From an optimization exercise on the open Yosys and OpenROAD flow, aimed at small area, a short achievable clock period and few clock cycles per item; shortcuts taken in it are not production practice.
The RTL was checked by simulation tests, not by an equivalence proof against the original design.

==> flow/design.v (outline; a module is shown in full before it is edited, if it fits) <==
// module svm_cordic_rom: 139 lines
// module svm_emul: 416 lines
// module svm_sqsum: 556 lines
// module svm_ecorr: 953 lines
// module svm_mac: 436 lines
// module svm_axi_wrapper: 285 lines
module svm_axi_wrapper #(
    parameter WIDTH     = 16,
    parameter N_FEATURES = 4,
    parameter N_SV      = 31,
    parameter C_S_AXIS_TDATA_WIDTH = 32,
    parameter C_M_AXIS_TDATA_WIDTH = 32
)(
    input  wire axi_clk,
    input  wire axi_reset_n,
    input  wire [C_S_AXIS_TDATA_WIDTH-1:0] s_axis_tdata,
    input  wire                            s_axis_tvalid,
    output wire                            s_axis_tready,
    input  wire                            s_axis_tlast,
    output wire [C_M_AXIS_TDATA_WIDTH-1:0] m_axis_tdata,
    output reg                             m_axis_tvalid,
    input  wire                            m_axis_tready,
    output reg                             m_axis_tlast
);
  // ...
==> flow/run.sh <==
#!/bin/bash
# synth_recipe.tcl (not shown) runs the flow's synth.tcl, then flattens the netlist and writes it again
# the make line also repeats each setting of config.mk as NAME=value (left out here)
make -C /OpenROAD-flow-scripts/flow DESIGN_CONFIG=/design/flow/config.mk WORK_HOME=/design/flow/orfs CLKGATE_MAP_FILE= SYNTH_SCRIPT=/design/flow/synth_recipe.tcl finish
==> flow/config.mk <==
export PLATFORM = sky130hd
export DESIGN_NAME = svm_axi_wrapper
export DESIGN_NICKNAME = svm_axi_wrapper
export VERILOG_FILES = /design/flow/design.v
export SDC_FILE = /design/flow/constraint.sdc
export NUM_CORES = 4
export LEC_CHECK = 0
export ABC_AREA = 1
export CAP_MARGIN = 20
export CORE_MARGIN = 2
export CORE_UTILIZATION = 40
export SETUP_SLACK_MARGIN = 3.0
export SLEW_MARGIN = 20
==> flow/constraint.sdc <==
create_clock -name core_clock -period 12.0 [get_ports {axi_clk}]
set_input_delay 2.4000 -clock core_clock [delete_from_list [all_inputs] [get_ports {axi_clk}]]
set_output_delay 2.4000 -clock core_clock [all_outputs]
set_load 0.01 [all_outputs]
==> metrics.md, run 1 <==
| Metric | Value |
|---|---|
| RSZ-0062 raised after global routing | `false` |
| Util after Layout | `0.441` |
| Clock buffers created by TritonCTS | `66` |
| Non-clk bufs | `125` |
| FP Rows | `135` |
| # resized after CTS | `27` |
| Multi-input gate area | `0.0340 mm^2` |
| Mean Syn Cell Area | `8.37 um^2` |
| Post-Syn Area | `0.0542 mm^2` |
| Critical path's largest stage delay | `0.48 ns` |
| Synth unique cells | `74` |
| Status | `finished clean` |
| Met2 Track Usage GR | `0.406` |
| CP most frequent cell | `nand2_1` |
| Synth top area share | `0.226` |
| Via count | `43,500` |
| FF-to-FF path depth | `52` |
| Crit path depth | `52` |
| Pre-CTS WS | `2.02 ns` |
| Max Used Layer | `met5` |
| Simple-gate portion of the synthesized area | `0.169` |
| Largest family of logic cells by synthesized area | `adder cells` |
| Seq area share | `0.246` |
| Number of sequential cells | `525` |
| Routed Antenna Nets | `0` |
| Clock Sinks | `525` |
| Pins Over Slew Limit | `0` |
| WP data arrival | `8.83 ns` |
| Relative slew slack | `0.302` |
| Critical path's top delay family | `adder cells` |
| Critical path launch point type | `flop` |
| Post-DR wirelength/cell | `20.1 um` |
| Post-Synthesis Cells | `6,482` |
| Multi-input combinational area share | `0.571` |
| Antenna violations before repair | `3` |
Testbench counts, summed over its fixed seeds: cycles 24,912, samples 256.
==> run 2, diff against run 1 <==
--- a/flow/config.mk
+++ b/flow/config.mk
@@ -11,3 +11,2 @@
 export CORE_UTILIZATION = 40
-export SETUP_SLACK_MARGIN = 3.0
 export SLEW_MARGIN = 20
==> metrics.md, run 2 <==
| Metric | Value |
|---|---|
| Post-Syn Area | `0.0542 mm^2 (unchanged)` |
| CP startpoint | `YY[12] (was YY[7])` |
| Register bit count reported by yosys | `525 (unchanged)` |
| Synth cell count leaders | `1,334 x inv_1, 1,132 x nand2_1, 631 x nor2_1, 558 x fa_1, 454 x ha_1 (unchanged)` |
| Worst R2R End | `K[6] (unchanged)` |
| IO Count | `72 (unchanged)` |
| Status | `finished clean (unchanged)` |
| Diode count | `0 (unchanged)` |
| Antenna violations before repair | `3 (unchanged)` |
| First-pass GRT wire length | `257 mm (was 258 mm)` |
| Via count | `43,200 (was 43,500)` |
| Mean Syn Cell Area | `8.37 um^2 (unchanged)` |
| Most frequent cell after synthesis | `inv_1 (unchanged)` |
| Dominant cells by area after synthesis | `edfxtp_1 23%, fa_1 21%, ha_1 10% (unchanged)` |
| RSZ-0062 raised after global routing | `false (unchanged)` |
| Synth unique cells | `74 (unchanged)` |
| Worst hold slack | `0.399 ns (was 0.397 ns)` |
| Placeable Area | `0.135 mm^2 (unchanged)` |
| FP Rows | `135 (unchanged)` |
| Post-Synthesis Cells | `6,482 (unchanged)` |
| Setup Buffers After CTS | `0 (was 5)` |
| Number of global-route vias before repair | `43,700 (was 43,800)` |
| Commonest non-fill, non-tap cells in the layout | `1,334 x inv_1, 1,132 x nand2_1, 620 x nor2_1, 558 x fa_1, 454 x ha_1 (was 1,320 x inv_1, 1,129 x nand2_1, 613 x nor2_1, 557 x fa_1, 453 x ha_1)` |
| Fmax | `99.9 MHz (was 119 MHz)` |
| Final Skew | `0.0347 ns (was 0.0378 ns)` |
| CTS tree | `built (unchanged)` |
| Met2 wire len | `78.6 mm (was 78.9 mm)` |
| Critical path launch point type | `flop (unchanged)` |
| # DRC | `0 (unchanged)` |
| Relative slew slack | `0.306 (was 0.302)` |
| WL final | `167 mm (about the same)` |
| Pins Over Slew Limit | `0 (unchanged)` |
| # setup viols final | `0 (unchanged)` |
| CP most frequent cell | `inv_1 (was nand2_1)` |
| Main synth FF type | `edfxtp_1 (unchanged)` |
| Sequential fraction of the synthesis area | `0.269 (unchanged)` |
| Critical path's largest stage delay | `0.56 ns (was 0.48 ns)` |
| Vias/cell | `5.19 (was 5.21)` |
| Initial Utilization | `0.402 (unchanged)` |
| Hold Crit Depth | `0 (unchanged)` |
| Share of post-route cells with drive strength above 1 | `0.0448 (was 0.0593)` |
| Setup TNS | `0 ns (unchanged)` |
| DRT Pass-1 Iters | `6 (unchanged)` |
| Reg2reg setup slack | `1.99 ns (was 3.59 ns)` |
| Reg clk slew, reported paths | `0.06 ns (about the same)` |
| Post-CTS Hold Buffers | `0 (unchanged)` |
| Minimum clock period | `10.01 ns (was 8.41 ns)` |
| Synth warnings | `3 (unchanged)` |
| CTS max path bufs | `3 (unchanged)` |
| Worst r2r src | `YY[12] (was YY[7])` |
| H-tree lvl count | `3 (unchanged)` |
| Total track usage | `0.242 (was 0.243)` |
| Critical Path Slowest Stage Cell | `dfxtp_1 (was fa_1)` |
| CP required | `12.42 ns (about the same)` |
| Hpwl dp | `133 mm (unchanged)` |
| Synth async-reset ratio | `0 (unchanged)` |
| Final #Nets | `7,535 (was 7,558)` |
| WP data arrival | `10.44 ns (was 8.83 ns)` |
| Hold Violations, Final | `0 (unchanged)` |
| Synth top area share | `0.226 (unchanged)` |
| Pin count of the biggest net entering global routing | `64 (unchanged)` |
| EDFF count, synth | `408 (unchanged)` |
| DRT met1 WL | `71.5 mm (was 71.8 mm)` |
| Clock Latency Late Sink | `0.67 ns (about the same)` |
| Final period util | `0.834 (was 0.701)` |
| Commonest non-fill, non-tap cell in the layout | `inv_1 (unchanged)` |
| Routed Antenna Nets | `0 (unchanged)` |
| Post-DR wirelength/cell | `20.0 um (was 20.1 um)` |
| FF-to-FF path depth | `50 (was 52)` |
| Met3 WL | `10.0 mm (was 10.2 mm)` |
| Slew @ Worst Pin | `1.04 ns (about the same)` |
| Clock Sinks | `525 (unchanged)` |
| Largest fanout on the critical path | `6 (was 5)` |
| Die ar. | `0.139 mm^2 (unchanged)` |
| Port bufs | `41 (unchanged)` |
| Worst Hold Class | `flop to flop (unchanged)` |
| Fillers | `13,400 (was 13,300)` |
| Clock buffers created by TritonCTS | `66 (unchanged)` |
| # resized after CTS | `0 (was 27)` |
| P&R area growth vs syn | `8.87% (was 9.66%)` |
| Worst setup path endpoint | `K[6] (unchanged)` |
| Max Used Layer | `met5 (unchanged)` |
| Top cell type by total area after synthesis | `edfxtp_1 (unchanged)` |
| Congestion Overflow GR | `0 (unchanged)` |
| Die Ht | `372 um (unchanged)` |
| Endpoint class of the critical path | `flop (unchanged)` |
| Routability cong. | `0.998 (unchanged)` |
| CTS Root Cell | `clkbuf_16 (unchanged)` |
| Die Span X | `372 um (unchanged)` |
| Detailed Route Iter0 Violations | `3,454 (was 3,375)` |
| Kind of critical path | `flop to flop (unchanged)` |
| Max-Cap Viols | `0 (unchanged)` |
-- run 2: area by class of cell --
type	instances	area (um^2)	share of cell area
clock buffers	80	1760	0.0299
inverters	1358	5100	0.0863
well taps	1781	2230	0.0377
repair buffers	103	916	0.0155
multi-input cells	4432	33800	0.573
flip-flops and latches	525	14600	0.247
clock inverters	41	639	0.0108
-- run 2: cell families (layout without fill, tap and decap cells) --
| family | after synthesis | after routing | synth area share |
|---|---|---|---|
| flops | 525 | 525 | 0.269 |
| simple gates | 2203 | 2203 | 0.169 |
| other cells | 1 | 30 | 0.0000691 |
| compound gates | 927 | 927 | 0.0973 |
| fa+ha+maj | 1012 | 1012 | 0.311 |
| mux | 4 | 4 | 0.000738 |
| buf+inv | 1554 | 1582 | 0.111 |
| xor+xnor | 256 | 256 | 0.0423 |
-- run 2: worst min path at each step --
stage	start	endpoint	slack (ns)
after detailed placement	A1[15]	A2[15]	0.40
after global placement	A1[2]	A2[2]	0.40
after global routing	A2[25]	A3[25]	0.40
final	T1[2]	T2[2]	0.40
after CTS	A2[25]	A3[25]	0.39
after floorplan	zgo	z2	0.39
-- run 2: routing by layer --
metal / GRT usage / up-vias
met1: 0.320 / 21000
met3: 0.0320 / 295
met5: 0 / -
met4: 0.0901 / 4
met2: 0.405 / 1442
li1: - / 20400
-- run 2: worst max-delay path: cells and delay by family, from the launching register on --
kind | cells | cell delay (ns)
AND/OR/NAND/NOR | 17 | 2.42
adder cells (fa/ha/maj) | 7 | 2.67
XOR/XNOR | 2 | 0.64
buffers and inverters | 13 | 1.49
flip-flops | 1 | 0.56
AO/OA/AOI/OAI | 11 | 1.98
-- run 2: per-stage QoR --
step                      setup WS (ns)  cell area [um^2]  std cells  utilization
after CTS                          2.01             59000       8318        0.437
final                              1.99             59100       8320        0.438
after global placement             2.13             56600       8197        0.419
after global routing               1.14             59100       8320        0.438
after detailed placement           2.02             56600       8197        0.419
after floorplan                    3.79             54400       6511            -
==> run 3, diff against run 2 <==
--- a/flow/config.mk
+++ b/flow/config.mk
@@ -10,3 +10,5 @@
 export CORE_MARGIN = 2
-export CORE_UTILIZATION = 40
+export CORE_UTILIZATION = 60
+export PLACE_DENSITY = 0.75
+export SETUP_SLACK_MARGIN = 3.0
 export SLEW_MARGIN = 20
==> metrics.md, run 3 <==
| Metric | Value |
|---|---|
| WP data arrival | `8.89 ns (was 10.44 ns)` |
| Number of global-route vias before repair | `44,300 (was 43,700)` |
| Post-Syn Area | `0.0542 mm^2 (unchanged)` |
| CTS tree | `built (unchanged)` |
| Pins Over Slew Limit | `0 (unchanged)` |
| Antenna violations before repair | `11 (was 3)` |
| Final #Nets | `7,538 (was 7,535)` |
| Sequential fraction of the synthesis area | `0.269 (unchanged)` |
| Post-synthesis compound-gate area fraction | `0.0973 (unchanged)` |
| Hold Crit Depth | `0 (unchanged)` |
| Critical path's largest stage delay | `0.51 ns (was 0.56 ns)` |
| Routed Antenna Nets | `0 (unchanged)` |
| Multiplexer share of the synthesized area | `0.000738 (unchanged)` |
| Top cell type by total area after synthesis | `edfxtp_1 (unchanged)` |
| # setup viols final | `0 (unchanged)` |
| P&R area growth vs syn | `7.39% (was 8.87%)` |
| Routability cong. | `1.02 (was 0.998)` |
| Critical Path Slowest Stage Cell | `edfxtp_1 (was dfxtp_1)` |
| Synth warnings | `3 (unchanged)` |
| Minimum clock period | `8.47 ns (was 10.01 ns)` |
| Worst min-delay path endpoint | `A3[11] (was T2[2])` |
| Die ar. | `0.0928 mm^2 (was 0.139 mm^2)` |
| Final Skew | `0.0494 ns (was 0.0347 ns)` |
| Post-DR wirelength/cell | `21.6 um (was 20.0 um)` |
| # DRC | `0 (unchanged)` |
| DRT Pass-1 Iters | `6 (unchanged)` |
| CP required | `12.42 ns (about the same)` |
| XOR/XNOR share of the synthesized area | `0.0423 (unchanged)` |
| Post-Synthesis Cells | `6,482 (unchanged)` |
| Max-Cap Viols | `0 (unchanged)` |
| Synth async-reset ratio | `0 (unchanged)` |
| PnR worst setup slack | `3.53 ns (was 1.99 ns)` |
| Kind of critical path | `flop to flop (unchanged)` |
| RSZ-0062 raised after global routing | `true (was false)` |
| Detailed Route Iter0 Violations | `4,207 (was 3,454)` |
| CTS Root Cell | `clkbuf_16 (unchanged)` |
| Pre-CTS WS | `1.99 ns (was 2.02 ns)` |
| Post-CTS Hold Buffers | `0 (unchanged)` |
| Congestion Overflow GR | `0 (unchanged)` |
| Hold Crit Start | `A2[11] (was T1[2])` |
| Register bit count reported by yosys | `525 (unchanged)` |
| Worst r2r src | `Xs[2] (was YY[12])` |
| Setup TNS | `0 ns (unchanged)` |
| Synth unique cells | `74 (unchanged)` |
| IO Count | `72 (unchanged)` |
| Worst Hold Class | `flop to flop (unchanged)` |
| Hold Violations, Final | `0 (unchanged)` |
| Commonest non-fill, non-tap cells in the layout | `1,319 x inv_1, 1,128 x nand2_1, 614 x nor2_1, 557 x fa_1, 451 x ha_1 (was 1,334 x inv_1, 1,132 x nand2_1, 620 x nor2_1, 558 x fa_1, 454 x ha_1)` |
| Simple-gate portion of the synthesized area | `0.169 (unchanged)` |
| Clock Sinks | `525 (unchanged)` |
| Worst R2R End | `K[6] (unchanged)` |
| Synth cell count leaders | `1,334 x inv_1, 1,132 x nand2_1, 631 x nor2_1, 558 x fa_1, 454 x ha_1 (unchanged)` |
| Dpl cell area | `0.0557 mm^2 (was 0.0566 mm^2)` |
| Vias/cell | `5.73 (was 5.19)` |
| Commonest non-fill, non-tap cell in the layout | `inv_1 (unchanged)` |
| Initial Utilization | `0.604 (was 0.402)` |
| Hpwl dp | `132 mm (was 133 mm)` |
| Fmax | `118 MHz (was 99.9 MHz)` |
| CTS max path bufs | `3 (unchanged)` |
| Clock Latency Late Sink | `0.67 ns (about the same)` |
| Via count | `44,300 (was 43,200)` |
| Slew @ Worst Pin | `1.05 ns (was 1.04 ns)` |
| Critical path launch point type | `flop (unchanged)` |
| Mean Syn Cell Area | `8.37 um^2 (unchanged)` |
| Synth top area share | `0.226 (unchanged)` |
| Reg2reg setup slack | `3.53 ns (was 1.99 ns)` |
| Port bufs | `41 (unchanged)` |
| Post-synthesis adder-cell area fraction | `0.311 (unchanged)` |
| Final period util | `0.706 (was 0.834)` |
| Endpoint class of the critical path | `flop (unchanged)` |
| Placeable Area | `0.0899 mm^2 (was 0.135 mm^2)` |
| Status | `finished clean (unchanged)` |
| Largest fanout on the critical path | `4 (was 6)` |
| Most frequent cell after synthesis | `inv_1 (unchanged)` |
| First-pass GRT wire length | `255 mm (was 257 mm)` |
| Pin count of the biggest net entering global routing | `66 (was 64)` |
| Total track usage | `0.358 (was 0.242)` |
| FP Rows | `110 (was 135)` |
| Die Ht | `305 um (was 372 um)` |
| Fin area | `0.0583 mm^2 (was 0.0591 mm^2)` |
| Reg clk slew, reported paths | `0.07 ns (was 0.06 ns)` |
| Share of post-route cells with drive strength above 1 | `0.0560 (was 0.0448)` |
| EDFF count, synth | `408 (unchanged)` |
| FF-to-FF path depth | `52 (was 50)` |
| Clock buffers created by TritonCTS | `58 (was 66)` |
| Main synth FF type | `edfxtp_1 (unchanged)` |
| Dominant cells by area after synthesis | `edfxtp_1 23%, fa_1 21%, ha_1 10% (unchanged)` |
| Relative slew slack | `0.302 (was 0.306)` |
| H-tree lvl count | `2 (was 3)` |
| WL final | `166 mm (was 167 mm)` |
| Largest family of logic cells by synthesized area | `adder cells (unchanged)` |
| Die Span X | `305 um (was 372 um)` |
run 3: timing repair:
action | in CTS | in global routing
pin swaps | 1 | 10
hold endpoints to repair | 0 | 0
setup endpoints to repair | 13 | 20
cloned | 1 | 0
setup buffers | 7 | 16
gates resized for setup | 31 | 63
run 3: cell families (layout without fill, tap and decap cells):
family | count (synthesis) | count (layout)
adders and majority gates | 1012 | 1012
xor gates and xnor gates | 256 | 256
AOI/OAI and AO/OA | 927 | 927
other | 1 | 35
and+or+nand+nor | 2203 | 2203
buffers and inverters | 1554 | 1582
muxes | 4 | 4
DFF | 525 | 525
run 3: final cells by class:
cell class,count,area [um^2]
multi-input cells,4432,34000
fillers,7739,31600
flip-flops and latches,525,14600
inverters,1358,5120
clock buffers,69,1540
well taps,1176,1470
repair buffers,113,983
clock inverters,41,477
diodes,5,12.5
repair inverters,1,5.00
run 3: worst max-delay path: cells and delay by family (launching register included):
family          cells  cell delay, ns
xor+xnor            2            0.39
simple gates       21            2.43
flops               1            0.51
fa+ha+maj           8            2.70
buf+inv            12            1.05
compound gates      9            1.12
run 3: routing by layer:
| metal | part of all wire | vias to the layer above | track usage |
|---|---|---|---|
| met5 | 0.00021 | - | 0 |
| met4 | 0.047 | 6 | 0.143 |
| met3 | 0.081 | 398 | 0.0492 |
| met2 | 0.47 | 2045 | 0.597 |
| met1 | 0.40 | 21300 | 0.476 |
| li1 | - | 20500 | - |
run 3: worst max-delay path by stage:
stage	from	end	slack, ns	cells after the start
3_3_place_gp	YY[14]	K[10]	2.07	61
5_1_grt	XX[11]	K[11]	2.93	57
4_1_cts	YY[11]	K[10]	3.02	60
2_1_floorplan	XX[1]	K[6]	3.79	60
6_report	Xs[2]	K[6]	3.53	52
3_5_place_dp	YY[11]	K[10]	1.99	55
run 3: metrics by stage:
stage | utilization | std cells | hold slack [ns]
floorplan | - | 6511 | 0.390
global placement | 0.620 | 7580 | 0.395
detailed placement | 0.620 | 7580 | 0.400
CTS | 0.644 | 7698 | 0.377
global route | 0.648 | 7719 | 0.386
finish | 0.648 | 7720 | 0.379

[static timing again, ports no longer ideal]
In the flow no input, the clock included, has a driving cell. The finished layouts below were timed again as built, in two steps.
Step 1, drivers: a clkbuf_16 drives axi_clk and a buf_2 each remaining input, both assumed.
Step 2, shift: input delay + t, output delay - t, t = (earliest + latest rising clock arrival at the registers) / 2. This alone moves slack from input paths to output paths.
Slacks: no drivers / after step 1 / after step 2; pairs: no drivers / after step 1.
| run | t (ns) | slack for setup (ns) | worst setup path at the end | worst register clock-pin slew, ns | pins driven straight from the clock port |
|---|---|---|---|---|---|
| run 1 | 0.720 | 3.591 / 3.591 / 3.591 | register to register | 0.06 / 0.06 | 1 |
| run 2 | 0.720 | 1.990 / 1.990 / 1.990 | register to register | 0.06 / 0.06 | 1 |
| run 3 | 0.705 | 3.528 / 3.528 / 3.528 | register to register | 0.07 / 0.07 | 1 |
After both steps every run listed still meets setup and hold.
